Source: an optimization exercise on an open RTL-to-GDS flow (aim: small area). Production flows keep margins and buffers that such runs may drop. RTL that was checked went through simulation tests only; none was proved equivalent to the original. No functional check of the RTL was part of runs 1 to 3. No activity file was given, so power comes from the tool's default toggle rates. No driver is modelled on the clock port, so clocking that relies on it looks cheaper here than on a real chip.

===== flow/design.v =====
module CPUCore(
input clk,
input Reset,
output wire [15:0] mem_addr,
output wire        mem_we,
output wire [15:0] mem_wdata,
input  wire [15:0] mem_rdata
);
localparam S_INIT = 3'd0,   
           S_FTCH = 3'd1,   
           S_PRE  = 3'd2,   
           S_EXEC = 3'd3,   
           S_SHF  = 3'd4,   
           S_MSET = 3'd5,   
           S_CAP  = 3'd6,   
           S_REST = 3'd7;   
reg [3:0]   ph;
reg [2:0]   st;
reg [255:0] rf;
reg [127:0] sk;
reg [15:0]  A, D, IR;
reg [3:0]   idx;
reg         c, cp;
reg         fC, fL, fF, fZ, fN;
wire [3:0] op  = IR[15:12];
wire [3:0] rdi = IR[11:8];
wire [3:0] ext = IR[7:4];
wire [3:0] rsi = IR[3:0];
wire sInit = (st == S_INIT);
wire sFtch = (st == S_FTCH);
wire sPre  = (st == S_PRE);
wire sExec = (st == S_EXEC);
wire sShf  = (st == S_SHF);
wire sMset = (st == S_MSET);
wire sCap  = (st == S_CAP);
wire sRest = (st == S_REST);
wire ph0  = (ph == 4'd0);
wire ph1  = (ph == 4'd1);
wire ph15 = (ph == 4'd15);
wire isR    = (op == 4'h0) | (op == 4'h6) | (op == 4'h7) | (op == 4'hA) | (op == 4'hE);
wire isSH   = (op == 4'h8);
wire isMEM  = (op == 4'h4);
wire isB    = (op == 4'hC);
wire [3:0] f = isR ? ext : op;
wire knownR = (f[0] & ~(f[2] & f[1])) | (f == 4'b0010);
wire isALU  = isR ? knownR : ~(isMEM | isSH | isB);
wire isSHLR = isR & ~knownR;
wire fLOG  = (f[3:2] == 2'b00);
wire fSUBC = f[3] & ~f[2];            
wire fADDS = fSUBC | (f[3:2] == 2'b01);  
wire fCMP  = fSUBC & f[1];
wire fMOV  = f[3] & f[2] & ~f[1];
wire iLOAD  = isMEM & (ext == 4'h0);
wire iSTOR  = isMEM & (ext == 4'h4);
wire iJAL   = isMEM & (ext == 4'h8);
wire iJC    = isMEM & (ext == 4'hC);
wire iRET   = isMEM & (ext == 4'hF);
wire alu_we = isALU & ~(fCMP & ~op[2] & (op[3] ? op[0] : ~op[1]));   
wire shimm  = isSH & ~ext[2];
wire shr    = isSH & ext[0];
wire [15:0] rtap;
wire [7:0]  stap;
genvar g;
generate
  for (g = 0; g < 16; g = g + 1) begin : gr
    assign rtap[g] = rf[16*g];
  end
  for (g = 0; g < 8; g = g + 1) begin : gs
    assign stap[g] = sk[16*g];
  end
endgenerate
wire [3:0] pidx = (sPre & ~isSH) ? rsi : rdi;
wire pt   = rtap[pidx];
wire st_t = stap[0];    
reg cbase;
always @(*) begin
  case (rdi[3:1])
    3'd0: cbase = fZ;
    3'd1: cbase = fC;
    3'd2: cbase = fL;
    3'd3: cbase = fN;
    3'd4: cbase = fF;
    3'd5: cbase = fL | fZ;
    3'd6: cbase = fN | fZ;
    default: cbase = 1'b0;
  endcase
end
wire cond = cbase ^ rdi[0] ^ (rdi[3] & (rdi[2] | rdi[1]));
wire immraw = IR[ph[2:0]];
wire sext   = ~isR & fADDS;
wire immb   = ph[3] ? (sext & IR[7]) : immraw;
wire a    = pt;
wire b    = isR ? D[0] : immb;
wire bb   = b ^ fSUBC;
wire cin  = ph0 ? fSUBC : c;
wire axb  = a ^ bb;
wire sum  = axb ^ cin;
wire cout = (a & bb) | (cin & axb);
wire lxor = a ^ b;
wire land = a & b;
wire logic_out = f[1] ? (f[0] ? lxor : (lxor | land)) : land;
wire alu_out = fLOG ? logic_out :
               fADDS ? (sum & ~fCMP) :
               fMOV ? b :
               (ph[3] ? immraw : a);    
wire takenB = sExec & isB & cond;
wire pb     = takenB & (ph[3] ? IR[7] : immraw);
wire pcin   = ph0 ? ~takenB : cp;
wire pxa    = A[0] ^ pb;
wire pcsum  = pxa ^ pcin;
wire pcout  = (A[0] & pb) | (pcin & pxa);
wire [3:0] cnt  = IR[3:0];
wire       zero = isSHLR ? c : IR[3];
wire       cnz  = (cnt != 4'd0);
wire       shout = ~zero & (shr ? (~ph15 & D[1]) : (~ph0 & D[15]));
reg wen, wbit;
always @(*) begin
  wen = 1'b0; wbit = 1'b0;
  case (st)
    S_EXEC: begin wen = alu_we; wbit = alu_out; end
    S_SHF:  begin wen = zero | cnz; wbit = shout; end
    S_MSET: begin wen = 1'b1; wbit = pcsum; end
    S_REST: begin wen = 1'b1; wbit = D[0]; end
    default: ;
  endcase
end
reg a_in;
always @(*) begin
  case (st)
    S_INIT: a_in = 1'b0;
    S_EXEC: begin
      if (iJAL | (iJC & cond)) a_in = D[0];
      else if (iRET & (idx != 4'd0)) a_in = st_t;
      else a_in = pcsum;
    end
    S_MSET: a_in = D[0];
    S_REST: a_in = pt;
    default: a_in = A[0];
  endcase
end
reg d_in;
always @(*) begin
  case (st)
    S_PRE:         d_in = pt;
    S_MSET:        d_in = pt & iSTOR;
    S_SHF:         d_in = shr ? wbit : pt;
    S_CAP:         d_in = D[0];
    default:       d_in = A[15];
  endcase
end
wire [3:0] dlo, dhi;
generate
  for (g = 0; g < 4; g = g + 1) begin : gd
    assign dlo[g] = sInit | (wen & (rdi[1:0] == g));
    assign dhi[g] = sInit | (rdi[3:2] == g);
  end
endgenerate
wire wb = wbit & ~sInit;
wire push = sExec & iJAL & ~idx[3];
wire pop  = sExec & iRET & (idx != 4'd0);
integer r;
always @(posedge clk) begin
  for (r = 0; r < 16; r = r + 1)
    rf[16*r +: 16] <= {(dlo[r%4] & dhi[r/4]) ? wb : rf[16*r], rf[16*r+1 +: 15]};
  sk[15:0] <= {push ? pcsum : pop ? sk[16] : sk[0], sk[15:1]};
  for (r = 1; r < 7; r = r + 1)
    sk[16*r +: 16] <= {push ? sk[16*(r-1)] : pop ? sk[16*(r+1)] : sk[16*r], sk[16*r+1 +: 15]};
  sk[127:112] <= {push ? sk[96] : sk[112], sk[127:113]};
  A <= {a_in, A[15:1]};
  D <= {d_in, D[15:1]} | ({16{sCap & ph1}} & {mem_rdata[1:0], mem_rdata[15:2]});
  cp <= pcout;
  if ((sFtch | sInit) & ph1) IR <= mem_rdata;
  if (sPre & isSHLR & ph15) IR[3:0] <= D[4:1];
  if (sShf & ph15 & cnz) IR[3:0] <= cnt - 4'd1;
  if (sExec) c <= cout;
  else if (sPre) c <= (ph[3:2] != 2'b00) & (c | pt);
end
always @(posedge clk) begin
  if (~Reset) begin
    ph <= 4'd0; st <= S_INIT; idx <= 4'd0;
    fC <= 1'b0; fL <= 1'b0; fF <= 1'b0; fZ <= 1'b0; fN <= 1'b0;
  end else begin
    ph <= ph + 4'd1;
    if (sExec & isALU & fADDS) begin
      if (fCMP) begin
        fZ <= (ph0 | fZ) & ~sum;
        if (ph15) begin fN <= ~cout; fL <= sum; end
      end else if (ph15) begin
        fC <= cout ^ fSUBC;
        fF <= cin ^ cout;
      end
    end
    if (ph15) begin
      if (push) idx <= idx + 4'd1;
      if (pop) idx <= idx - 4'd1;
      case (st)
        S_INIT, S_FTCH: begin
          if (isSHLR | (shimm & shr) | iLOAD | iSTOR | iJAL | iJC | (isR & isALU)) st <= S_PRE;
          else if (shimm) st <= S_SHF;
          else st <= S_EXEC;
        end
        S_PRE: begin
          if (isSHLR | shimm) st <= S_SHF;
          else if (iLOAD | iSTOR) st <= S_MSET;
          else st <= S_EXEC;
        end
        S_SHF:  if (zero | (cnt[3:1] == 3'd0)) st <= S_EXEC;
        S_MSET: st <= iLOAD ? S_CAP : S_REST;
        S_CAP:  st <= S_REST;
        default: st <= S_FTCH;
      endcase
    end
  end
end
wire f0 = sInit & ph0;
wire f8 = sFtch & ph1;
assign mem_we    = f8 | (sRest & ph0 & iSTOR);
assign mem_addr  = {f8 | (A[15] & ~f0), A[14:0] & ~{15{f0 | f8}}};
assign mem_wdata = D;
endmodule

===== flow/flow/run.sh =====
#!/bin/bash
# Standard layout, with the port buffers made from the smallest buffer cell
# and a clock tree of clkbuf_8 leaf clusters without dummy loads.
export BUFFER_PORTS_ARGS="-buffer_cell sky130_fd_sc_hd__buf_1"
export CTS_ARGS="-sink_clustering_enable -repair_clock_nets -buf_list sky130_fd_sc_hd__clkbuf_16 -sink_clustering_size 36 -sink_clustering_max_diameter 100 -dont_use_dummy_load"
bash standard.sh > standard.log 2>&1

===== flow/standard.sh =====
#!/bin/bash
# synth_recipe.tcl (not shown) runs the flow's synth.tcl, then flattens the netlist and writes it again
# the make line also repeats each setting of config.mk as NAME=value (left out here)
make -C /OpenROAD-flow-scripts/flow DESIGN_CONFIG=/design/flow/config.mk WORK_HOME=/design/flow/orfs CLKGATE_MAP_FILE= SYNTH_SCRIPT=/design/flow/synth_recipe.tcl "${@:-finish}"

===== flow/config.mk =====
export PLATFORM = sky130hd
export DESIGN_NAME = CPUCore
export DESIGN_NICKNAME = CPUCore
export VERILOG_FILES = /design/flow/design.v
export SDC_FILE = /design/flow/constraint.sdc
export NUM_CORES = 4
export LEC_CHECK = 0
export ABC_AREA = 1
export CAP_MARGIN = 20
export CORE_MARGIN = 2
export CORE_UTILIZATION = 60
export CTS_BUF_LIST = sky130_fd_sc_hd__clkbuf_8
export CTS_CLUSTER_DIAMETER = 50
export CTS_CLUSTER_SIZE = 20
export PLACE_DENSITY = 0.7
export SLEW_MARGIN = 20

===== flow/constraint.sdc =====
create_clock -name core_clock -period 10.0 [get_ports {clk}]
set_input_delay 2.0000 -clock core_clock [delete_from_list [all_inputs] [get_ports {clk}]]
set_output_delay 2.0000 -clock core_clock [all_outputs]
set_load 0.01 [all_outputs]

==> metrics.yaml, run 1 <==
status: "no timing/DRC/antenna violations"
clkLatencyLatePin_ns: 0.51
routed_via_density: 4.83
antenna_left: 0
cp.required_ns: 8.00
synth-edff-count: 17
cts_sinks: 450
clk_transition_reported_paths_ns: 0.12
fin_cells: 1315
avgSynthCellArea_sq_um: 12.0
reg2reg_depth: 17
start_util_pct: 61.1
finalCritPeriodShare_pct: 43.4
synth_seq_area_share_pct: 76.9
cts-resized-gates: 0
max-slew-margin-rel_pct: 52.3
max_stage_delay_ns: 0.55
die_area_sq_um: 21000
die_h_um: 145
synth_area_sq_um: 11900
grt_pass1_wl_um: 30800
dr.first_iter.drc_count: 437
routed_wirelength_um: 18700
p_leak_nw: 5.44
path_max_fanout: 15
portBuffers: 50
htreeDepth: 1
holdPathEnd: "sk[105]"
layout.nets: 1084
maxCapViolCount: 0
cts_tree: "yes"
crit_buf_inv: 2
track_usage_pct: 18.2
period_needed_ns: 4.34
synth_cells: 991
drive_gt1_share_pct: 4.86
cts_buffers: 16
p_seq_share_pct: 68.2
grt_pass1_vias: 6046
internal_power_w: 0.00213
ys_warn_count: 1
r2r_end: "rf[47]"
n_antenna_cell: 0
vias: 6351
syn2layout_area_growth_pct: 7.46
grt_max_degree: 37
r2r_start: "IR[14]"
finClkSkew_ns: 0.0212
power_density_nw_per_um2: 208
tns_ns: 0
finish.utilization_pct: 65.7
gp_congestion: 0.907
synth.distinct_cells: 44
ios: 51
hpwl_um: 12900
cts_buffer_depth: 3
drtPass1Iterations: 6
core_sq_um: 19500
worst_hold_slack_ns: 0.324
final-setup-viol-count: 0
syn-num-nets: 1023
min_from: "sk[106]"
synth_async_sr_flop_share_pct: 0
p_sw_w: 0.000536
rsz0062_at_grt: "no"
final-hold-violation-count: 0
cp.arrival_ns: 2.34
setup.worst_path.end_class: "primary output"
dp_cells: 1299
power_frac_comb_pct: 3.3
dp_slack_ns: 5.87
cts_hold_buffers: 0
grt-ovfl-total: 0
drc: 0
r2r_slack_ns: 6.40
synth_ff_type: "dfxtp_1"
post_cts_buffers: 0
die_x_um: 145
start_kind: "flop"
cp_slowest_cell: "dfxtp_1"
hold_path_depth: 0
crit_type: "reg -> out"
wl_per_cell_um: 14.3
antenna_found_initial: 0
root_buffer: "clkbuf_16"
crit_path_cell_trace: "ha_1 -> nand2_1 -> nor2_1 -> buf_4 -> nand2_1 -> o21ai_2 -> nor2_1 -> buf_1"
rows: 51
setup_ws_ns: 5.66
tightest_slew_ns: 0.710
critical-path-top-delay-family: "flip-flops"
fmax_mhz: 230
clkPwrFrac_pct: 28.5
slew_viol_final: 0
hp-class: "reg -> reg"
ys_ff_latch: 450
switching_share_pct: 20.1
vdd_ir_drop_max_uv: 157
worst register-to-register path, stage by stage (launching register included):
cell and delay [ns]:
edfxtp_1 0.47, o21ai_0 0.24, nand2_2 0.15, o21ai_1 0.23
inv_1 0.09, ha_1 0.34, inv_1 0.08, a21oi_1 0.12
nor2_1 0.06, a22oi_1 0.34, xor2_1 0.23, fa_1 0.48
a31oi_1 0.19, nand2_1 0.08, nand2_2 0.09, nand2_4 0.13
nand3_1 0.11, nand2_1 0.08
cells in the final DEF, fill, tap and decap left out, drive strengths merged:
cell	count
clkbuf	16
edfxtp	17
clkinv	1
nand3b	3
a22oi	3
nor2	59
a21oi	18
xnor2	1
dfxtp	433
a221oi	1
nand2	164
buf	52
o31ai	2
o21ai	54
ha	11
xor2	5
a31oi	2
o2111ai	2
a211oi	4
nand4	5
nand3	65
a21o	13
a311oi	1
a32oi	1
o21a	1
o211ai	13
fa	3
nor4	4
inv	93
nor3	2
a2bb2oi	1
Yosys cell counts, types with 5 or more instances:
library cell	n	area share (%)
nand3_1	58	2.4
o211ai_1	13	0.82
nand2_4	5	0.47
o21ai_1	7	0.29
inv_1	90	2.8
a21oi_1	18	0.75
nand3_2	7	0.59
a21o_1	13	0.82
xor2_1	5	0.37
ha_1	11	1.2
nand2_2	8	0.42
nor2_1	57	1.8
edfxtp_1	17	4.3
clkbuf_1	6	0.19
dfxtp_1	433	73
nand2_1	150	4.7
o21ai_0	43	1.8
layout make-up:
cell class                      count  area (sq um)
Multi-Input combinational cell    438          2360
Inverter                           94           353
Fill cell                        1523          6700
Sequential cell                   450          9180
Timing Repair Buffer               52           203
Clock buffer                       16           400
Tap cell                          265           332
flip-flops by register name (all words and copies together), names as in the netlist, 3 cells and up:
register  cells
IR           16
rf          256
st            3
D            16
ph            4
idx           4
sk          128
A            16
power by group through the flow:
stage          Clock, W  Combinational (W)  Sequential (W)
2_1_floorplan         0          0.0000649         0.00185
3_3_place_gp          0          0.0000858         0.00186
3_5_place_dp          0          0.0000862         0.00186
4_1_cts        0.000784          0.0000865         0.00182
5_1_grt        0.000844           0.000100         0.00182
6_report       0.000761          0.0000873         0.00182
per-stage QoR:
step | total power, W | area, sq um
5_1_grt | 0.00276 | 12800
2_1_floorplan | 0.00192 | 11900
4_1_cts | 0.00269 | 12800
3_5_place_dp | 0.00194 | 12400
6_report | 0.00267 | 12800
3_3_place_gp | 0.00194 | 12400
metal layers:
layer	GRT usage, %	up-vias	part of all wire, %
met5	0	-	0
met4	4.90	0	2.3
met3	3.21	28	4.3
met2	27.2	135	41
met1	27.4	2919	52
li1	-	3269	-
cell families after synthesis:
family	Yosys count	synth area share (%)
flops	450	76.9
simple gates	302	11.7
xor+xnor	6	0.440
fa+ha+maj	14	1.66
buf+inv	103	3.35
compound gates	116	6.02
worst max path at each step:
stage | from | end | slack, ns | cells after the start
detailed placement | st[2] | mem_addr[14] | 5.87 | 7
floorplan | st[2] | mem_addr[10] | 5.92 | 8
finish | ph[0] | mem_addr[14] | 5.66 | 8
global placement | ph[0] | mem_addr[11] | 6.01 | 8
global route | ph[0] | mem_addr[14] | 5.38 | 8
CTS | st[2] | mem_addr[14] | 5.33 | 7
==> run 2: changes to the inputs <==
==> flow/flow/run.sh (replaced) <==
#!/bin/bash
# Standard layout, with the port buffers made from the smallest buffer cell
# and a clock tree of clkbuf_8 leaf clusters without dummy loads.
export BUFFER_PORTS_ARGS="-buffer_cell sky130_fd_sc_hd__buf_1"
export CTS_ARGS="-sink_clustering_enable -repair_clock_nets -buf_list sky130_fd_sc_hd__clkbuf_8 -sink_clustering_size 22 -sink_clustering_max_diameter 65 -dont_use_dummy_load"
bash standard.sh > standard.log 2>&1
==> metrics.yaml, run 2 <==
wl_per_cell_um: 14.0  # -1.6%
ys_ff_latch: 450  # unchanged
routed_via_density: 4.87  # +0.82%
synth-edff-count: 17  # unchanged
yosysTopAreaCell: "dfxtp_1"
cts_hold_buffers: 0  # unchanged
drtPass1Iterations: 5  # -1
avgSynthCellArea_sq_um: 12.0  # unchanged
slew_viol_final: 0  # unchanged
dr.first_iter.drc_count: 497  # +14%
clk_transition_reported_paths_ns: 0.11  # about the same
synth.distinct_cells: 44  # unchanged
cts_tree: "yes"
gp_congestion: 0.907  # unchanged
drive_gt1_share_pct: 5.67  # +0.81 points
start_kind: "flop"
period_needed_ns: 4.37  # +0.0320 ns
die_x_um: 145  # unchanged
synthTopCellsByCount: "dfxtp_1 (433), nand2_1 (150), inv_1 (90)"
path_max_fanout: 15  # unchanged
grt-ovfl-total: 0  # unchanged
setup_ws_ns: 5.63  # -0.0320 ns
tns_ns: 0  # unchanged
layout.nets: 1093  # +0.83%
final-hold-violation-count: 0  # unchanged
mostFrequentLayoutCell: "dfxtp_1"
ios: 51  # unchanged
clkLatencyLatePin_ns: 0.58  # +0.07 ns
top_register: "rf"
cts_buffers: 25  # +9
min_from: "sk[125]"
switching_share_pct: 20.4  # +0.27 points
rows: 51  # unchanged
reg2reg_depth: 17  # unchanged
r2r_start: "IR[14]"
die_area_sq_um: 21000  # unchanged
portBuffers: 50  # unchanged
worst_hold_slack_ns: 0.266  # -0.0576 ns
grt_max_degree: 23  # -38%
layout_common_cells: "dfxtp_1 (433), nand2_1 (150), inv_1 (90)"
reg_top3: "rf x256, sk x128"
cts_buffer_depth: 3  # unchanged
cp.arrival_ns: 2.37  # +0.03 ns
synthTopCellsByArea: "dfxtp_1 (73%), nand2_1 (4.7%), edfxtp_1 (4.3%)"
p_leak_nw: 5.42  # -0.32%
max-slew-margin-rel_pct: 50.9  # -1.4 points
clkPwrFrac_pct: 26.5  # -2.0 points
synth_top_cell_area_share_pct: 72.6  # unchanged
core_sq_um: 19500  # unchanged
grt_pass1_vias: 6138  # +1.5%
cp.required_ns: 8.00  # about the same
p_sw_w: 0.000528  # -1.5%
syn2layout_area_growth_pct: 6.99
finClkSkew_ns: 0.0570  # +0.0358 ns
root_buffer: "clkbuf_8"
start_util_pct: 61.1  # unchanged
largest_reg_flops: 256  # unchanged
fillers: 1516  # -0.46%
synth.most_common_cell: "dfxtp_1"
setup.worst_path.end_class: "primary output"
syn-num-nets: 1023  # unchanged
vdd_ir_drop_max_uv: 170  # +8.0%
synth_seq_area_share_pct: 76.9  # unchanged
internal_power_w: 0.00206  # -3.1%
maxCapViolCount: 0  # unchanged
cts_sinks: 450  # unchanged
hold_path_depth: 0  # unchanged
synth_area_sq_um: 11900  # unchanged
power_density_nw_per_um2: 203  # -2.4%
antenna_left: 0  # unchanged
r2r_slack_ns: 6.42  # +0.02 ns
holdPathEnd: "sk[124]"
post_cts_buffers: 0  # unchanged
rsz0062_at_grt: "no"
tightest_slew_ns: 0.732  # +0.0214 ns
die_h_um: 145  # unchanged
fmax_mhz: 229  # -0.73%
dp_slack_ns: 5.87  # unchanged
power_frac_comb_pct: 3.4  # about the same
hpwl_um: 12900  # unchanged
routed_wirelength_um: 18600  # -0.91%
hp-class: "reg -> reg"
synth_cells: 991  # unchanged
vias: 6447  # +1.5%
r2r_end: "rf[47]"
antenna_found_initial: 0  # unchanged
track_usage_pct: 18.2  # about the same
htreeDepth: 1  # unchanged
ys_warn_count: 1  # unchanged
n_antenna_cell: 0  # unchanged
grt_pass1_wl_um: 30900  # +0.22%
finalCritPeriodShare_pct: 43.7  # +0.32 points
drc: 0  # unchanged
final-setup-viol-count: 0  # unchanged
crit_type: "reg -> out"
synth_async_sr_flop_share_pct: 0  # unchanged
synth_ff_type: "dfxtp_1"
cts-resized-gates: 0  # unchanged
status: "no timing/DRC/antenna violations"
p_seq_share_pct: 70.1  # +1.9 points
-- run 2: worst max-delay path: stages (launching register included) --
cell     delay (ns)
dfxtp_1        0.43
nor2_1         0.19
inv_1          0.09
nor2_1         0.09
inv_1          0.19
o21ai_2        0.59
nor2_1         0.10
buf_1          0.15
-- run 2: power by group through the flow --
stage / logic, W / registers (W) / clock network [W]
after global routing: 0.000100 / 0.00182 / 0.000784
after detailed placement: 0.0000862 / 0.00186 / 0
after CTS: 0.0000865 / 0.00182 / 0.000719
final: 0.0000871 / 0.00182 / 0.000687
after global placement: 0.0000858 / 0.00186 / 0
after floorplan: 0.0000649 / 0.00185 / 0
-- run 2: routing by layer --
metal / up-vias / track usage, % / share of wire (%) / routed length (um)
met4: 0 / 5.78 / 2.8 / 527
met3: 41 / 3.18 / 5.2 / 969
li1: 3287 / - / - / -
met1: 2952 / 27.2 / 51 / 9410
met5: - / 0 / 0 / 0
met2: 167 / 27.1 / 41 / 7670
-- run 2: through the flow --
step | utilization (%) | cells | area [sq um] | power, W
global placement | 63.6 | 1299 | 12400 | 0.00194
global route | 65.4 | 1324 | 12800 | 0.00270
finish | 65.4 | 1324 | 12800 | 0.00259
CTS | 65.4 | 1324 | 12800 | 0.00262
detailed placement | 63.6 | 1299 | 12400 | 0.00194
floorplan | - | 991 | 11900 | 0.00192
-- run 2: worst max-delay path by stage --
| stage | startpoint | to | depth (start not counted) |
|---|---|---|---|
| 2_1_floorplan | st[2] | mem_addr[10] | 8 |
| 3_3_place_gp | ph[0] | mem_addr[11] | 8 |
| 3_5_place_dp | st[2] | mem_addr[14] | 7 |
| 5_1_grt | ph[0] | mem_addr[14] | 8 |
| 4_1_cts | st[2] | mem_addr[14] | 7 |
| 6_report | st[2] | mem_addr[14] | 7 |
-- run 2: cell families after synthesis --
group / count (synthesis) / synth area share (%)
compound gates: 116 / 6.02
xor+xnor: 6 / 0.440
fa+ha+maj: 14 / 1.66
buf+inv: 103 / 3.35
flops: 450 / 76.9
simple gates: 302 / 11.7
-- run 2: layout make-up --
cell class              count  area [sq um]  area share (%)
flip-flops and latches    450          9180            71.9
multi-input cells         438          2360            18.5
inverters                  94           353            2.76
clock buffers              25           344            2.69
well taps                 265           332            2.60
repair buffers             52           203            1.59
==> run 3: changes to the inputs <==
==> flow/flow/run.sh (replaced) <==
#!/bin/bash
# Standard layout, with the port buffers made from the smallest buffer cell
# and a clock tree of clkbuf_8 leaf clusters without dummy loads.
export BUFFER_PORTS_ARGS="-buffer_cell sky130_fd_sc_hd__buf_1"
export CTS_ARGS="-sink_clustering_enable -repair_clock_nets -buf_list sky130_fd_sc_hd__clkbuf_8 -sink_clustering_size 23 -sink_clustering_max_diameter 70 -dont_use_dummy_load"
bash standard.sh > standard.log 2>&1
==> metrics.yaml, run 3 <==
cp_slowest_cell: "o21ai_2"
dr.first_iter.drc_count: 504  # +1.4%
drc: 0  # unchanged
antenna_found_initial: 0  # unchanged
mostFrequentLayoutCell: "dfxtp_1"
power_density_nw_per_um2: 202  # -0.42%
gp_congestion: 0.907  # unchanged
wl_per_cell_um: 14.1  # +0.35%
max_stage_delay_ns: 0.59  # about the same
yosysTopAreaCell: "dfxtp_1"
avgSynthCellArea_sq_um: 12.0  # unchanged
synthAdderAreaFrac_pct: 1.66  # unchanged
ys_warn_count: 1  # unchanged
yosys.area_share.xor_xnor_pct: 0.440  # unchanged
synth.distinct_cells: 44  # unchanged
die_x_um: 145  # unchanged
period_needed_ns: 4.40  # +0.0292 ns
worst_hold_slack_ns: 0.308  # +0.0423 ns
top_register: "rf"
crit_type: "reg -> out"
dp_slack_ns: 5.87  # unchanged
slew_viol_final: 0  # unchanged
largest_reg_flops: 256  # unchanged
cts_hold_buffers: 0  # unchanged
rows: 51  # unchanged
start_util_pct: 61.1  # unchanged
dp_cells: 1299  # unchanged
syn2layout_area_growth_pct: 6.76
cts_buffer_depth: 3  # unchanged
maxCapViolCount: 0  # unchanged
die_area_sq_um: 21000  # unchanged
synth.area.mux_share_pct: 0  # unchanged
routed_wirelength_um: 18600  # +0.20%
path_depth: 7  # unchanged
grt_pass1_wl_um: 30600  # -0.76%
final-hold-violation-count: 0  # unchanged
post_cts_buffers: 0  # unchanged
synth_compound_area_share_pct: 6.02  # unchanged
layout.nets: 1091  # -0.18%
grt_pass1_vias: 6098  # -0.65%
tns_ns: 0  # unchanged
fin_cells: 1322  # -0.15%
fmax_mhz: 227  # -0.66%
clk_transition_reported_paths_ns: 0.12  # about the same
synth-edff-count: 17  # unchanged
track_usage_pct: 18.1  # -0.10 points
ys_ff_latch: 450  # unchanged
cp_common_cell: "nor2_1"
finalCritPeriodShare_pct: 44.0  # +0.29 points
cts_tree: "yes"
layout_common_cells: "dfxtp_1 (433), nand2_1 (150), inv_1 (90)"
final-setup-viol-count: 0  # unchanged
portBuffers: 50  # unchanged
die_h_um: 145  # unchanged
synth.most_common_cell: "dfxtp_1"
grt-ovfl-total: 0  # unchanged
max-slew-margin-rel_pct: 49.7  # -1.2 points
drtPass1Iterations: 5  # unchanged
critical-path-top-delay-family: "compound AO/OA/AOI/OAI gates"
crit_buf_inv: 3  # unchanged
cts_sinks: 450  # unchanged
path_max_fanout: 15  # unchanged
vias: 6439  # -0.12%
synthTopCellsByArea: "dfxtp_1 (73%), nand2_1 (4.7%), edfxtp_1 (4.3%)"
syn-num-nets: 1023  # unchanged
grt_max_degree: 24  # +4.3%
synth-simple-area-share_pct: 11.7  # unchanged
hpwl_um: 12900  # unchanged
cp.required_ns: 8.00  # about the same
synth_area_sq_um: 11900  # unchanged
crit_path_cell_trace: "nor2_1 -> inv_1 -> nor2_1 -> inv_1 -> o21ai_2 -> nor2_1 -> buf_1"
rsz0062_at_grt: "no"
root_buffer: "clkbuf_8"
cts-resized-gates: 0  # unchanged
synth_ff_type: "dfxtp_1"
setup_ws_ns: 5.60  # -0.0292 ns
synth_async_sr_flop_share_pct: 0  # unchanged
vdd_ir_drop_max_uv: 184  # +8.6%
htreeDepth: 1  # unchanged
ios: 51  # unchanged
antenna_left: 0  # unchanged
synth_top_cell_area_share_pct: 72.6  # unchanged
reg_top3: "rf x256, sk x128"
start_kind: "flop"
cts_buffers: 23  # -8.0%
routed_via_density: 4.87  # about the same
synth_cells: 991  # unchanged
drive_gt1_share_pct: 5.49  # -0.18 points
synthTopCellsByCount: "dfxtp_1 (433), nand2_1 (150), inv_1 (90)"
p_leak_nw: 5.41  # -0.27%
reg2reg_depth: 17  # unchanged
core_sq_um: 19500  # unchanged
cp.arrival_ns: 2.40  # +0.03 ns
tightest_slew_ns: 0.750  # +0.0179 ns
hp-class: "reg -> reg"
status: "no timing/DRC/antenna violations"
synth_top_family_by_area: "simple AND/OR/NAND/NOR gates"
finClkSkew_ns: 0.0426  # -0.0143 ns
clkLatencyLatePin_ns: 0.56  # -0.02 ns
synth_seq_area_share_pct: 76.9  # unchanged
setup.worst_path.end_class: "primary output"
n_antenna_cell: 0  # unchanged
hold_path_depth: 0  # unchanged
-- run 3: cell count changes in the layout (fill, tap and decap cells not counted), sizes merged --
| cell | previous run | this run |
|---|---|---|
| clkbuf | 25 | 23 |
-- run 3: per-layer routing --
metal	global-route usage (%)	share of wire [%]	wire length (um)
met1	27.1	51	9550
met2	27.1	41	7710
met3	3.08	4.8	887
met4	5.34	2.5	463
met5	0	0	0
-- run 3: logic make-up (layout without fill, tap and decap cells) --
kind of cell / after synthesis / count (layout)
flip-flops: 450 / 450
AND/OR/NAND/NOR: 302 / 302
AO/OA/AOI/OAI: 116 / 116
buffers and inverters: 103 / 169
adder cells (fa/ha/maj): 14 / 14
XOR/XNOR: 6 / 6
-- run 3: final timing paths --
check / from / to / slack, ns
worst max register to register: IR[14] / rf[47] / 6.39
worst max-delay path: st[2] / mem_addr[14] / 5.60
worst min register to register: rf[188] / rf[187] / 0.31
worst min-delay path: rf[188] / rf[187] / 0.31
-- run 3: area by class of cell --
cell class	instances	area (sq um)
clock buffer	23	317
fill	1529	6780
inverter	94	353
multi-input combinational	438	2360
sequential	450	9180
tap	265	332
timing repair buffer	52	203
-- run 3: report_power, final --
group	internal [W]	leakage [nW]	total, W	switching (W)
clock	0.000210	0.165	0.000670	0.000460
combinational	0.0000280	1.59	0.0000874	0.0000595
sequential	0.00181	3.65	0.00182	0.00000798
total	0.00205	5.41	0.00257	0.000527
-- run 3: per-stage QoR --
stage / util, % / total power (W) / area, sq um
3_5_place_dp: 63.6 / 0.00194 / 12400
5_1_grt: 65.3 / 0.00268 / 12700
3_3_place_gp: 63.6 / 0.00194 / 12400
4_1_cts: 65.3 / 0.00260 / 12700
6_report: 65.3 / 0.00257 / 12700
2_1_floorplan: - / 0.00192 / 11900
==> run 4: changes to the inputs <==
--- a/flow/design.v
+++ b/flow/design.v
@@ -69,8 +69,8 @@
     assign stap[g] = sk[16*g];
   end
 endgenerate
-wire [3:0] pidx = (sPre & ~isSH) ? rsi : rdi;
-wire pt   = rtap[pidx];
+wire pa   = rtap[rdi];
+wire ps   = rtap[rsi];
 wire st_t = stap[0];    
 reg cbase;
 always @(*) begin
@@ -89,8 +89,8 @@
 wire immraw = IR[ph[2:0]];
 wire sext   = ~isR & fADDS;
 wire immb   = ph[3] ? (sext & IR[7]) : immraw;
-wire a    = pt;
-wire b    = isR ? D[0] : immb;
+wire a    = pa;
+wire b    = isR ? ps : immb;
 wire bb   = b ^ fSUBC;
 wire cin  = ph0 ? fSUBC : c;
 wire axb  = a ^ bb;
@@ -129,21 +129,21 @@
   case (st)
     S_INIT: a_in = 1'b0;
     S_EXEC: begin
-      if (iJAL | (iJC & cond)) a_in = D[0];
+      if (iJAL | (iJC & cond)) a_in = ps;
       else if (iRET & (idx != 4'd0)) a_in = st_t;
       else a_in = pcsum;
     end
-    S_MSET: a_in = D[0];
-    S_REST: a_in = pt;
+    S_MSET: a_in = ps;
+    S_REST: a_in = pa;
     default: a_in = A[0];
   endcase
 end
 reg d_in;
 always @(*) begin
   case (st)
-    S_PRE:         d_in = pt;
-    S_MSET:        d_in = pt & iSTOR;
-    S_SHF:         d_in = shr ? wbit : pt;
+    S_PRE:         d_in = isSH ? pa : ps;
+    S_MSET:        d_in = pa & iSTOR;
+    S_SHF:         d_in = shr ? wbit : pa;
     S_CAP:         d_in = D[0];
     default:       d_in = A[15];
   endcase
@@ -173,7 +173,7 @@
   if (sPre & isSHLR & ph15) IR[3:0] <= D[4:1];
   if (sShf & ph15 & cnz) IR[3:0] <= cnt - 4'd1;
   if (sExec) c <= cout;
-  else if (sPre) c <= (ph[3:2] != 2'b00) & (c | pt);
+  else if (sPre) c <= (ph[3:2] != 2'b00) & (c | ps);
 end
 always @(posedge clk) begin
   if (~Reset) begin
@@ -195,15 +195,12 @@
       if (pop) idx <= idx - 4'd1;
       case (st)
         S_INIT, S_FTCH: begin
-          if (isSHLR | (shimm & shr) | iLOAD | iSTOR | iJAL | iJC | (isR & isALU)) st <= S_PRE;
+          if (isSHLR | (shimm & shr)) st <= S_PRE;
           else if (shimm) st <= S_SHF;
-          else st <= S_EXEC;
-        end
-        S_PRE: begin
-          if (isSHLR | shimm) st <= S_SHF;
           else if (iLOAD | iSTOR) st <= S_MSET;
           else st <= S_EXEC;
         end
+        S_PRE:  st <= S_SHF;
         S_SHF:  if (zero | (cnt[3:1] == 3'd0)) st <= S_EXEC;
         S_MSET: st <= iLOAD ? S_CAP : S_REST;
         S_CAP:  st <= S_REST;
==> flow/flow/run.sh (replaced) <==
#!/bin/bash
# Standard layout, with the port buffers made from the smallest buffer cell
# and a clock tree of clkbuf_8 leaf clusters without dummy loads.
export BUFFER_PORTS_ARGS="-buffer_cell sky130_fd_sc_hd__buf_1"
export CTS_ARGS="-sink_clustering_enable -repair_clock_nets -buf_list sky130_fd_sc_hd__clkbuf_4 -sink_clustering_size 12 -sink_clustering_max_diameter 40 -dont_use_dummy_load"
bash standard.sh > standard.log 2>&1
==> flow/config.mk (replaced) <==
export PLATFORM = sky130hd
export DESIGN_NAME = CPUCore
export DESIGN_NICKNAME = CPUCore
export VERILOG_FILES = /design/flow/design.v
export SDC_FILE = /design/flow/constraint.sdc
export NUM_CORES = 4
export LEC_CHECK = 0
export ABC_AREA = 1
export CAP_MARGIN = 20
export CORE_MARGIN = 2
export CORE_UTILIZATION = 70
export CTS_BUF_LIST = sky130_fd_sc_hd__clkbuf_4
export CTS_CLUSTER_DIAMETER = 40
export CTS_CLUSTER_SIZE = 12
export GPL_TIMING_DRIVEN = 0
export PLACE_DENSITY = 0.8
export SLEW_MARGIN = 20
==> metrics.yaml, run 4 <==
status: "no timing/DRC/antenna violations"
synth_seq_area_share_pct: 77.1  # +0.19 points
clkLatencyLatePin_ns: 0.67  # +0.11 ns
cp_slowest_cell: "nor2_2"
syn2layout_area_growth_pct: 6.77  # about the same
final-setup-viol-count: 0  # unchanged
synth.most_common_cell: "dfxtp_1"
final-hold-violation-count: 0  # unchanged
grt_util_met3_pct: 3.85  # +0.77 points
routed_via_density: 5.08  # +4.4%
synth_area_sq_um: 11900  # -0.25%
synthTopCellsByCount: "dfxtp_1 (433), nand2_1 (152), inv_1 (94)"
yosysTopAreaCell: "dfxtp_1"
synth_top_cell_area_share_pct: 72.8  # +0.18 points
critical-path-top-delay-family: "simple AND/OR/NAND/NOR gates"
fmax_mhz: 200  # -12%
internal_power_w: 0.00205  # +0.12%
layout.nets: 1142  # +4.7%
post_cts_buffers: 0  # unchanged
synth_async_sr_flop_share_pct: 0  # unchanged
synth_cells: 1013  # +2.2%
max-slew-margin-rel_pct: 54.8  # +5.1 points
wl_per_cell_um: 14.9  # +6.0%
synth-simple-area-share_pct: 11.1  # -0.52 points
synthTopCellsByArea: "dfxtp_1 (73%), nand2_1 (4.8%), edfxtp_1 (4.3%)"
dp_slack_ns: 5.30  # -0.575 ns
p_leak_nw: 5.42  # +0.15%
maxCapViolCount: 0  # unchanged
portBuffers: 50  # unchanged
yosys.area_share.xor_xnor_pct: 0.588  # +0.15 points
power_density_nw_per_um2: 205  # +1.3%
grt_busiest_layer: "met2"
htreeDepth: 2  # +1
drc: 0  # unchanged
clk_transition_reported_paths_ns: 0.11  # about the same
drtPass1Iterations: 5  # unchanged
met1_usage_pct: 29.5  # +2.4 points
reg_top3: "rf x256, sk x128"
slew_viol_final: 0  # unchanged
rsz0062_at_grt: "no"
synth.area.mux_share_pct: 0  # unchanged
crit_type: "reg -> out"
synth_compound_area_share_pct: 6.01  # about the same
crit_buf_inv: 4  # +1
setup.worst_path.end_class: "primary output"
die_area_sq_um: 18100  # -14%
p_seq_share_pct: 69.8  # -0.8 points
vias: 6757  # +4.9%
synth.distinct_cells: 39  # -11%
dr.first_iter.drc_count: 447  # -11%
cts_buffers: 45  # +96%
gp_congestion: 0.871  # -3.9%
multiInputGateArea_sq_um: 2310  # -2.2%
cts_tree: "yes"
switching_share_pct: 21.3  # +0.76 points
clkPwrFrac_pct: 26.5  # +0.5 points
fillers: 1090  # -29%
finalCritPeriodShare_pct: 49.9  # +5.9 points
period_needed_ns: 4.99  # +0.591 ns
grt-ovfl-total: 0  # unchanged
synth_top_family_by_area: "simple AND/OR/NAND/NOR gates"
fin_cells: 1329  # +0.53%
cts_buffer_depth: 3  # unchanged
cp.arrival_ns: 2.99  # +0.59 ns
cp.required_ns: 8.00  # about the same
grt_pass1_vias: 6760  # +11%
core_sq_um: 16600  # -15%
ios: 51  # unchanged
tns_ns: 0  # unchanged
grt_pass1_wl_um: 32500  # +6.1%
finClkSkew_ns: 0.105  # +0.0628 ns
tightest_slew_ns: 0.674  # -0.0756 ns
top_register: "rf"
avgSynthCellArea_sq_um: 11.8  # -2.4%
mostFrequentLayoutCell: "dfxtp_1"
dp_cells: 1283  # -1.2%
cts-resized-gates: 0  # unchanged
hp-class: "reg -> reg"
antenna_left: 0  # unchanged
max_stage_delay_ns: 0.54  # -0.05 ns
die_x_um: 134  # -7.3%
largest_reg_flops: 256  # unchanged
grt_max_degree: 15  # -38%
seq_area_sq_um: 9180  # unchanged
start_util_pct: 71.8  # +11 points
use_met2_pct: 38.3  # +11 points
rows: 47  # -7.8%
vdd_ir_drop_max_uv: 168  # -8.9%
power_frac_comb_pct: 3.7  # +0.3 points
synth_ff_type: "dfxtp_1"
cts_sinks: 450  # unchanged
p_sw_w: 0.000553  # +4.9%
synthAdderAreaFrac_pct: 1.66  # +0.0042 points
synth-edff-count: 17  # unchanged
cts_hold_buffers: 0  # unchanged
ys_warn_count: 1  # unchanged
setup_ws_ns: 5.01  # -0.591 ns
start_kind: "flop"
track_usage_pct: 22.9  # +4.8 points
die_h_um: 134  # -7.3%
layout_common_cells: "dfxtp_1 (433), nand2_1 (152), inv_1 (94)"
antenna_found_initial: 1  # +1
ys_ff_latch: 450  # unchanged
finish.utilization_pct: 76.7  # +11 points
path_max_fanout: 14  # -1
crit_path_cell_trace: "clkbuf_1 -> nor2_1 -> inv_1 -> nor2_2 -> nand2_1 -> o21ai_1 -> clkbuf_1 -> nor2_1 -> buf_1"
drive_gt1_share_pct: 6.14  # +0.65 points
syn-num-nets: 1045  # +2.2%
routed_wirelength_um: 19800  # +6.5%
hpwl_um: 13600  # +5.5%
root_buffer: "clkbuf_4"
-- run 4: power groups by stage --
stage / clock network [W] / registers [W] / logic, W
after floorplan: 0 / 0.00185 / 0.0000712
after global placement: 0 / 0.00186 / 0.0000936
after detailed placement: 0 / 0.00186 / 0.0000949
after CTS: 0.000709 / 0.00182 / 0.0000955
after global routing: 0.000771 / 0.00182 / 0.000110
final: 0.000689 / 0.00182 / 0.0000968
-- run 4: path summary, 6_finish.rpt --
check                              endpoint  slack [ns]    from  depth (start not counted)
worst max-delay path            mem_addr[7]        5.01   st[2]                          9
worst min-delay path                 sk[94]        0.30  sk[95]                          0
worst max register to register      rf[111]        6.28  IR[15]                         17
worst min register to register       sk[94]        0.30  sk[95]                          0
-- run 4: worst reg2reg max path: stages, from the launching register on --
cell	delay [ns]
edfxtp_1	0.49
o21ai_1	0.36
nand2_2	0.16
o21ai_0	0.32
ha_1	0.34
o21ai_0	0.18
nand3_1	0.11
nand2_1	0.13
xor2_1	0.22
fa_1	0.47
nor2_1	0.10
a21oi_1	0.07
nand2_1	0.06
nand2_1	0.13
nand2_4	0.16
buf_6	0.16
nand3_1	0.09
nand2_1	0.13
-- run 4: cells by family (layout without fill, tap and decap cells) --
kind of cell,count (synthesis),in the layout
flops,450,450
simple gates,304,304
compound gates,128,128
buf+inv,109,204
fa+ha+maj,14,14
xor+xnor,8,8
other cells,0,1
-- run 4: through the flow --
| step | hold slack (ns) | power (W) | instance area (sq um) |
|---|---|---|---|
| detailed placement | 0.312 | 0.00195 | 12400 |
| floorplan | 0.310 | 0.00193 | 11900 |
| global route | 0.303 | 0.00270 | 12700 |
| global placement | 0.310 | 0.00195 | 12400 |
| CTS | 0.305 | 0.00262 | 12700 |
| finish | 0.302 | 0.00260 | 12700 |
-- run 4: area by class of cell --
type / instances / area share [%]
Clock buffer: 45 / 2.66
Multi-Input combinational cell: 454 / 18.2
Inverter: 96 / 2.83
Buffer: 13 / 0.472
Timing Repair Buffer: 50 / 1.48
Antenna cell: 1 / 0.0197
Sequential cell: 450 / 72.2
Tap cell: 220 / 2.16
-- run 4: per-layer routing --
layer,up-vias,wire [um]
li1,3408,-
met1,3122,8890
met2,173,9490
met3,54,862
met4,0,592
met5,-,0
==> run 5: changes to the inputs <==
==> flow/flow/run.sh (replaced) <==
#!/bin/bash
# Standard layout, with the port buffers made from the smallest buffer cell
# and a clock tree of clkbuf_8 leaf clusters without dummy loads.
export BUFFER_PORTS_ARGS="-buffer_cell sky130_fd_sc_hd__buf_1"
export CTS_ARGS="-sink_clustering_enable -repair_clock_nets -buf_list sky130_fd_sc_hd__clkbuf_8 -sink_clustering_size 22 -sink_clustering_max_diameter 65 -dont_use_dummy_load"
bash standard.sh > standard.log 2>&1
==> flow/config.mk (replaced) <==
export PLATFORM = sky130hd
export DESIGN_NAME = CPUCore
export DESIGN_NICKNAME = CPUCore
export VERILOG_FILES = /design/flow/design.v
export SDC_FILE = /design/flow/constraint.sdc
export NUM_CORES = 4
export LEC_CHECK = 0
export ABC_AREA = 1
export CAP_MARGIN = 20
export CORE_MARGIN = 2
export CORE_UTILIZATION = 60
export CTS_BUF_LIST = sky130_fd_sc_hd__clkbuf_8
export CTS_CLUSTER_DIAMETER = 65
export CTS_CLUSTER_SIZE = 22
export GPL_TIMING_DRIVEN = 0
export PLACE_DENSITY = 0.7
export SLEW_MARGIN = 20
==> metrics.yaml, run 5 <==
start_kind: "flop"
drive_gt1_share_pct: 4.41  # -1.7 points
final-hold-violation-count: 0  # unchanged
final-setup-viol-count: 0  # unchanged
dr.first_iter.drc_count: 303  # -32%
holdPathEnd: "rf[114]"
status: "no timing/DRC/antenna violations"
synth.most_common_cell: "dfxtp_1"
setup.worst_path.end_class: "primary output"
r2r_end: "rf[47]"
avgSynthCellArea_sq_um: 11.8  # unchanged
clk_transition_reported_paths_ns: 0.11  # about the same
reg2reg_depth: 17  # unchanged
fmax_mhz: 203  # +1.3%
period_needed_ns: 4.93  # -0.0645 ns
p_seq_share_pct: 69.7  # about the same
cts_buffers: 25  # -44%
cts_sinks: 450  # unchanged
synth_ff_type: "dfxtp_1"
seq_area_sq_um: 9180  # unchanged
clkLatencyLatePin_ns: 0.57  # -0.10 ns
p_leak_nw: 5.39  # -0.50%
routed_wirelength_um: 18600  # -6.1%
cp.required_ns: 8.00  # about the same
yosysTopAreaCell: "dfxtp_1"
fin_cells: 1353  # +1.8%
grt_max_degree: 23  # +8
synth.area.mux_share_pct: 0  # unchanged
synth_top_family_by_area: "simple AND/OR/NAND/NOR gates"
synthTopCellsByCount: "dfxtp_1 (433), nand2_1 (152), inv_1 (94)"
internal_power_w: 0.00207  # +0.88%
synth.distinct_cells: 39  # unchanged
dp_cells: 1328  # +3.5%
drtPass1Iterations: 5  # unchanged
ios: 51  # unchanged
synth_async_sr_flop_share_pct: 0  # unchanged
vdd_ir_drop_max_uv: 164  # -2.5%
cp.arrival_ns: 2.93  # -0.06 ns
root_buffer: "clkbuf_8"
tns_ns: 0  # unchanged
mostFrequentLayoutCell: "dfxtp_1"
rsz0062_at_grt: "no"
ys_ff_latch: 450  # unchanged
critical-path-top-delay-family: "simple AND/OR/NAND/NOR gates"
synth_cells: 1013  # unchanged
antenna_found_initial: 1  # unchanged
synth_seq_area_share_pct: 77.1  # unchanged
cts_hold_buffers: 0  # unchanged
power_density_nw_per_um2: 204  # -0.34%
min_from: "rf[115]"
syn-num-nets: 1045  # unchanged
hpwl_um: 13000  # -4.6%
layout.nets: 1122  # -1.8%
largest_reg_flops: 256  # unchanged
antenna_left: 0  # unchanged
ys_warn_count: 1  # unchanged
r2r_start: "IR[15]"
crit_type: "reg -> out"
grt_pass1_vias: 6177  # -8.6%
gp_congestion: 0.909  # +4.4%
n_antenna_cell: 0  # -1
reg_top3: "rf x256, sk x128"
max_stage_delay_ns: 0.58  # +0.04 ns
rows: 51  # +8.5%
fillers: 1516  # +39%
track_usage_pct: 18.2  # -4.7 points
finClkSkew_ns: 0.0492  # -0.0562 ns
die_x_um: 145  # +7.8%
max-slew-margin-rel_pct: 52.5  # -2.3 points
wl_per_cell_um: 13.8  # -7.8%
synth_area_sq_um: 11900  # unchanged
r2r_slack_ns: 6.10  # -0.18 ns
power.total_w: 0.00261  # +0.14%
synth_top_cell_area_share_pct: 72.8  # unchanged
layout_common_cells: "dfxtp_1 (433), nand2_1 (152), inv_1 (94)"
synth_compound_area_share_pct: 6.01  # unchanged
grt_pass1_wl_um: 29800  # -8.2%
hp-class: "reg -> reg"
hold_path_depth: 0  # unchanged
cts_buffer_depth: 3  # unchanged
die_h_um: 145  # +7.8%
power_frac_comb_pct: 3.7  # about the same
core_sq_um: 19500  # +17%
syn2layout_area_growth_pct: 7.27
setup_ws_ns: 5.07  # +0.0645 ns
portBuffers: 50  # unchanged
slew_viol_final: 0  # unchanged
synthTopCellsByArea: "dfxtp_1 (73%), nand2_1 (4.8%), edfxtp_1 (4.3%)"
maxCapViolCount: 0  # unchanged
cts-resized-gates: 0  # unchanged
die_area_sq_um: 21000  # +16%
crit_buf_inv: 2  # -2
crit_path_cell_trace: "nor2_1 -> nand2_1 -> nor2_2 -> nand2_1 -> o21ai_1 -> clkbuf_1 -> nor2_1 -> buf_1"
synth-simple-area-share_pct: 11.1  # unchanged
switching_share_pct: 20.7  # -0.58 points
clkPwrFrac_pct: 26.6  # about the same
multiInputGateArea_sq_um: 2310  # unchanged
p_sw_w: 0.000539  # -2.6%
cts_tree: "yes"
path_max_fanout: 14  # unchanged
htreeDepth: 1  # -1
vias: 6583  # -2.6%
yosys.area_share.xor_xnor_pct: 0.588  # unchanged
dp_slack_ns: 5.28  # -0.0154 ns
routed_via_density: 4.87  # -4.3%
cp_slowest_cell: "nor2_2"
synth-edff-count: 17  # unchanged
post_cts_buffers: 0  # unchanged
synthAdderAreaFrac_pct: 1.66  # unchanged
start_util_pct: 61.2  # -11 points
drc: 0  # unchanged
top_register: "rf"
tightest_slew_ns: 0.712  # +0.0376 ns
grt-ovfl-total: 0  # unchanged
worst_hold_slack_ns: 0.290  # -0.0119 ns
finalCritPeriodShare_pct: 49.3  # -0.65 points
[run 5: layout make-up]
cell class              count  area share (%)
repair buffers             50            1.47
plain buffers              13           0.470
flip-flops and latches    450            71.9
inverters                  96            2.82
clock buffers              25            2.69
multi-input cells         454            18.1
well taps                 265            2.60
[run 5: worst max-delay path by stage]
| stage | from | end | slack (ns) | depth (start not counted) |
|---|---|---|---|---|
| floorplan | st[2] | mem_addr[10] | 5.91 | 8 |
| global placement | st[2] | mem_addr[11] | 5.27 | 9 |
| detailed placement | st[2] | mem_addr[9] | 5.28 | 9 |
| CTS | st[2] | mem_addr[9] | 4.67 | 9 |
| global route | st[2] | mem_addr[9] | 4.70 | 9 |
| finish | ph[2] | mem_addr[9] | 5.07 | 8 |
[run 5: per-stage QoR]
step | instance area (sq um) | util, %
2_1_floorplan | 11900 | -
3_3_place_gp | 12400 | 63.9
3_5_place_dp | 12400 | 63.9
4_1_cts | 12800 | 65.6
5_1_grt | 12800 | 65.6
6_report | 12800 | 65.6
[run 5: power groups by stage]
stage	Clock, W	Sequential (W)	Combinational (W)
5_1_grt	0.000785	0.00182	0.000110
3_3_place_gp	0	0.00186	0.0000950
3_5_place_dp	0	0.00186	0.0000955
6_report	0.000693	0.00182	0.0000969
2_1_floorplan	0	0.00185	0.0000712
4_1_cts	0.000720	0.00182	0.0000962
[run 5: per-layer routing]
| layer | GRT usage [%] | routed length (um) | vias to the layer above | part of all wire [%] |
|---|---|---|---|---|
| met1 | 25.0 | 9080 | 3052 | 49 |
| met4 | 7.72 | 635 | 2 | 3.4 |
| met5 | 0 | 9 | - | 0.048 |
| met3 | 3.52 | 781 | 50 | 4.2 |
| li1 | - | - | 3356 | - |
| met2 | 28.4 | 8110 | 123 | 44 |
[run 5: cells by family (layout without fill, tap and decap cells)]
| kind of cell | count (synthesis) | in the layout |
|---|---|---|
| buffers and inverters | 109 | 184 |
| xor gates and xnor gates | 8 | 8 |
| adders and majority gates | 14 | 14 |
| AOI/OAI and AO/OA | 128 | 128 |
| and+or+nand+nor | 304 | 304 |
| DFF | 450 | 450 |
==> run 6: changes to the inputs <==
--- a/flow/design.v
+++ b/flow/design.v
@@ -58,6 +58,7 @@
 wire alu_we = isALU & ~(fCMP & ~op[2] & (op[3] ? op[0] : ~op[1]));   
 wire shimm  = isSH & ~ext[2];
 wire shr    = isSH & ext[0];
+wire fast   = (isALU & ~fADDS) | (isSH & ext[2]);   
 wire [15:0] rtap;
 wire [7:0]  stap;
 genvar g;
@@ -104,8 +105,10 @@
                fMOV ? b :
                (ph[3] ? immraw : a);    
 wire takenB = sExec & isB & cond;
-wire pb     = takenB & (ph[3] ? IR[7] : immraw);
-wire pcin   = ph0 ? ~takenB : cp;
+wire offk   = ph[3] ? IR[7] : immraw;
+wire brw    = ph0 | c;
+wire pb     = takenB & (offk ^ brw);
+wire pcin   = ph0 ? sFtch : cp;
 wire pxa    = A[0] ^ pb;
 wire pcsum  = pxa ^ pcin;
 wire pcout  = (A[0] & pb) | (pcin & pxa);
@@ -117,9 +120,10 @@
 always @(*) begin
   wen = 1'b0; wbit = 1'b0;
   case (st)
-    S_EXEC: begin wen = alu_we; wbit = alu_out; end
+    S_FTCH: begin wen = alu_we & ~fADDS; wbit = alu_out; end
+    S_EXEC: begin wen = alu_we & (fADDS | ~(ph0 | ph1)); wbit = alu_out; end
     S_SHF:  begin wen = zero | cnz; wbit = shout; end
-    S_MSET: begin wen = 1'b1; wbit = pcsum; end
+    S_MSET: begin wen = 1'b1; wbit = A[0]; end
     S_REST: begin wen = 1'b1; wbit = D[0]; end
     default: ;
   endcase
@@ -127,7 +131,7 @@
 reg a_in;
 always @(*) begin
   case (st)
-    S_INIT: a_in = 1'b0;
+    S_INIT: a_in = ph0;
     S_EXEC: begin
       if (iJAL | (iJC & cond)) a_in = ps;
       else if (iRET & (idx != 4'd0)) a_in = st_t;
@@ -135,7 +139,7 @@
     end
     S_MSET: a_in = ps;
     S_REST: a_in = pa;
-    default: a_in = A[0];
+    default: a_in = pcsum;
   endcase
 end
 reg d_in;
@@ -162,7 +166,7 @@
 always @(posedge clk) begin
   for (r = 0; r < 16; r = r + 1)
     rf[16*r +: 16] <= {(dlo[r%4] & dhi[r/4]) ? wb : rf[16*r], rf[16*r+1 +: 15]};
-  sk[15:0] <= {push ? pcsum : pop ? sk[16] : sk[0], sk[15:1]};
+  sk[15:0] <= {push ? A[0] : pop ? sk[16] : sk[0], sk[15:1]};
   for (r = 1; r < 7; r = r + 1)
     sk[16*r +: 16] <= {push ? sk[16*(r-1)] : pop ? sk[16*(r+1)] : sk[16*r], sk[16*r+1 +: 15]};
   sk[127:112] <= {push ? sk[96] : sk[112], sk[127:113]};
@@ -172,7 +176,7 @@
   if ((sFtch | sInit) & ph1) IR <= mem_rdata;
   if (sPre & isSHLR & ph15) IR[3:0] <= D[4:1];
   if (sShf & ph15 & cnz) IR[3:0] <= cnt - 4'd1;
-  if (sExec) c <= cout;
+  if (sExec) c <= isB ? (brw & ~offk) : cout;
   else if (sPre) c <= (ph[3:2] != 2'b00) & (c | ps);
 end
 always @(posedge clk) begin
@@ -195,7 +199,8 @@
       if (pop) idx <= idx - 4'd1;
       case (st)
         S_INIT, S_FTCH: begin
-          if (isSHLR | (shimm & shr)) st <= S_PRE;
+          if (fast) st <= sInit ? S_EXEC : S_FTCH;
+          else if (isSHLR | (shimm & shr)) st <= S_PRE;
           else if (shimm) st <= S_SHF;
           else if (iLOAD | iSTOR) st <= S_MSET;
           else st <= S_EXEC;
==> metrics.yaml, run 6 <==
status: "no timing/DRC/antenna violations"
vdd_ir_drop_max_uv: 162  # -0.83%
n_antenna_cell: 0  # unchanged
finalCritPeriodShare_pct: 54.0  # +4.8 points
synth_ff_type: "dfxtp_1"
synthTopCellsByCount: "dfxtp_1 (433), nand2_1 (209), inv_1 (101)"
grt_max_degree: 23  # unchanged
ios: 51  # unchanged
antenna_left: 0  # unchanged
maxCapViolCount: 0  # unchanged
rsz0062_at_grt: "no"
hpwl_um: 13500  # +3.9%
post_cts_buffers: 0  # unchanged
grt_pass1_wl_um: 31500  # +5.6%
synth_async_sr_flop_share_pct: 0  # unchanged
ys_ff_latch: 450  # unchanged
die_h_um: 146  # +1.0%
internal_power_w: 0.00212  # +2.6%
cp.arrival_ns: 3.40  # +0.47 ns
largest_reg_flops: 256  # unchanged
r2r_start: "IR[14]"
tns_ns: 0  # unchanged
finish.instance_area_sq_um: 13000  # +2.1%
die_x_um: 146  # +1.0%
hold_path_depth: 0  # unchanged
finClkSkew_ns: 0.0387  # -0.0105 ns
drc: 0  # unchanged
rows: 52  # +2.0%
hp-class: "reg -> reg"
syn-num-nets: 1106  # +5.8%
cts_sinks: 450  # unchanged
cts_buffers: 26  # +4.0%
synth-edff-count: 17  # unchanged
power_density_nw_per_um2: 208  # +2.0%
routed_wirelength_um: 19400  # +4.0%
layout_common_cells: "dfxtp_1 (433), nand2_1 (209), inv_1 (101)"
grt_pass1_vias: 6468  # +4.7%
synth_seq_area_share_pct: 75.5  # -1.6 points
drtPass1Iterations: 6  # +1
period_needed_ns: 5.40  # +0.477 ns
core_sq_um: 20000  # +3.0%
clkLatencyLatePin_ns: 0.57  # about the same
syn2layout_area_growth_pct: 7.25  # about the same
track_usage_pct: 18.3  # +0.13 points
vias: 6770  # +2.8%
p_seq_share_pct: 68.1  # -1.6 points
yosysTopAreaCell: "dfxtp_1"
use_met2_pct: 28.0  # -0.45 points
antenna_found_initial: 1  # unchanged
cts_buffer_depth: 3  # unchanged
htreeDepth: 1  # unchanged
final-setup-viol-count: 0  # unchanged
portBuffers: 49  # -2.0%
max-slew-margin-rel_pct: 53.9  # +1.4 points
dr.first_iter.drc_count: 410  # +35%
fin_cells: 1418  # +4.8%
mostFrequentLayoutCell: "dfxtp_1"
gp_congestion: 0.928  # +2.1%
top_register: "rf"
cts_tree: "yes"
synth.most_common_cell: "dfxtp_1"
r2r_slack_ns: 6.18  # +0.08 ns
start_kind: "flop"
cts-resized-gates: 0  # unchanged
die_area_sq_um: 21400  # +2.1%
tightest_slew_ns: 0.690  # -0.0214 ns
p_sw_w: 0.000595  # +10%
routed_via_density: 4.77  # -1.9%
root_buffer: "clkbuf_8"
worst_hold_slack_ns: 0.287  # -0.00277 ns
met1_usage_pct: 27.0  # +1.9 points
clk_transition_reported_paths_ns: 0.12  # about the same
reg2reg_depth: 19  # +2
dp_cells: 1392  # +4.8%
crit_type: "reg -> out"
grt_util_met3_pct: 3.13  # -0.40 points
place_area_sq_um: 12700  # +2.1%
synthTopCellsByArea: "dfxtp_1 (71%), nand2_1 (6.5%), edfxtp_1 (4.2%)"
avgSynthCellArea_sq_um: 11.3  # -3.6%
synth_area_sq_um: 12200  # +2.1%
clkPwrFrac_pct: 26.1  # -0.5 points
r2r_end: "rf[143]"
grt_busiest_layer: "met2"
layout.nets: 1183  # +5.4%
p_leak_nw: 5.54  # +2.7%
wl_per_cell_um: 13.7  # -0.76%
ys_warn_count: 1  # unchanged
min_from: "sk[7]"
setup.worst_path.end_class: "primary output"
finish.utilization_pct: 65.1  # -0.55 points
holdPathEnd: "sk[6]"
synth_top_cell_area_share_pct: 71.3  # -1.5 points
synth_cells: 1073  # +5.9%
switching_share_pct: 21.9  # +1.2 points
start_util_pct: 60.7  # -0.50 points
path_max_fanout: 14  # unchanged
fmax_mhz: 185  # -8.8%
cp.required_ns: 8.00  # about the same
final-hold-violation-count: 0  # unchanged
grt-ovfl-total: 0  # unchanged
power_frac_comb_pct: 5.8  # +2.1 points
reg_top3: "rf x256, sk x128"
slew_viol_final: 0  # unchanged
synth.distinct_cells: 40  # +2.6%
cts_hold_buffers: 0  # unchanged
drive_gt1_share_pct: 6.45  # +2.0 points
run 6: cell count changes in the layout (fill, tap and decap cells not counted), sizes merged, moves of 4 or more:
cell    delta
o21ai     -21
nor2       +4
a31o      +12
inv       +11
nand2     +60
nand3      +9
nor4       -4
a21oi     -13
o211ai     +6
a21o      -11
run 6: cell type report:
type / instances / area, sq um
clock buffer: 26 / 358
multi-input combinational: 499 / 2500
sequential: 450 / 9180
buffer: 15 / 76.3
fill: 1651 / 7000
inverter: 109 / 409
tap: 270 / 338
timing repair buffer: 49 / 184
run 6: stage by stage:
step / setup WS [ns] / total power (W)
2_1_floorplan: 5.76 / 0.00200
3_3_place_gp: 4.91 / 0.00205
3_5_place_dp: 4.79 / 0.00205
4_1_cts: 4.13 / 0.00275
5_1_grt: 4.25 / 0.00283
6_report: 4.60 / 0.00272
run 6: how the worst max path moves through the flow:
stage	slack [ns]	startpoint	depth (start not counted)	end
2_1_floorplan	5.76	ph[0]	9	mem_addr[10]
3_3_place_gp	4.91	ph[0]	10	mem_addr[12]
3_5_place_dp	4.79	ph[0]	10	mem_addr[12]
4_1_cts	4.13	ph[0]	10	mem_addr[12]
5_1_grt	4.25	ph[0]	10	mem_addr[7]
6_report	4.60	ph[0]	10	mem_addr[12]
run 6: cell families after synthesis:
| kind of cell | synth area share (%) |
|---|---|
| simple gates | 13.1 |
| buf+inv | 3.99 |
| fa+ha+maj | 1.73 |
| flops | 75.5 |
| compound gates | 5.08 |
| xor+xnor | 0.648 |
run 6: worst max-delay path: stages (launching register included):
cell and delay, ns:
dfxtp_1 0.52, ha_1 0.20, inv_1 0.04, nor2_1 0.37
inv_1 0.16, nor2_2 0.56, nand2_1 0.20, nand2_1 0.21
clkbuf_1 0.35, nor2_1 0.08, buf_1 0.14
run 6: power by group through the flow:
| stage | Clock [W] | Combinational [W] | Sequential, W |
|---|---|---|---|
| after floorplan | 0 | 0.000107 | 0.00189 |
| after CTS | 0.000738 | 0.000158 | 0.00185 |
| final | 0.000709 | 0.000158 | 0.00185 |
| after global routing | 0.000800 | 0.000181 | 0.00185 |
| after global placement | 0 | 0.000156 | 0.00189 |
| after detailed placement | 0 | 0.000157 | 0.00189 |
run 6: layer usage:
metal | share of wire [%] | routed length (um) | up-vias
li1 | - | - | 3512
met1 | 51 | 9840 | 3085
met2 | 42 | 8160 | 135
met3 | 3.9 | 751 | 36
met4 | 3.1 | 601 | 2
met5 | 0.067 | 13 | -

-- re-timing with driven ports --
The flow's constraints put no driver on any port. The routed layouts listed below were extracted and timed again, unchanged, in two steps. Step 1 assumes that a clkbuf_16 drives the clock port and a buf_2 every other input. Step 2 adds t to the input delays and takes it off the output delays; t is the mean of the earliest and latest rising clock arrival at the registers after step 1. Input paths then give back, and output paths get back, about the clock's delay inside the block. Three values: ideal, step 1, step 2; two values: the first two.
run	t, ns	setup WS [ns]	worst setup path at the end	clock arrival spread, ns	worst data-port slew with drivers (ns)
run 1	0.544	5.660 / 5.615 / 6.159	register to output	0.022 / 0.021	0.06
run 2	0.590	5.628 / 5.587 / 6.177	register to output	0.057 / 0.058	0.06
run 3	0.578	5.599 / 5.561 / 6.138	register to output	0.043 / 0.043	0.06
run 4	0.659	5.008 / 4.969 / 5.628	register to output	0.106 / 0.107	0.06
run 5	0.586	5.073 / 5.032 / 5.618	register to output	0.050 / 0.050	0.04
run 6	0.595	4.596 / 4.556 / 5.150	register to output	0.038 / 0.039	0.06
After both steps every run listed still meets setup and hold.
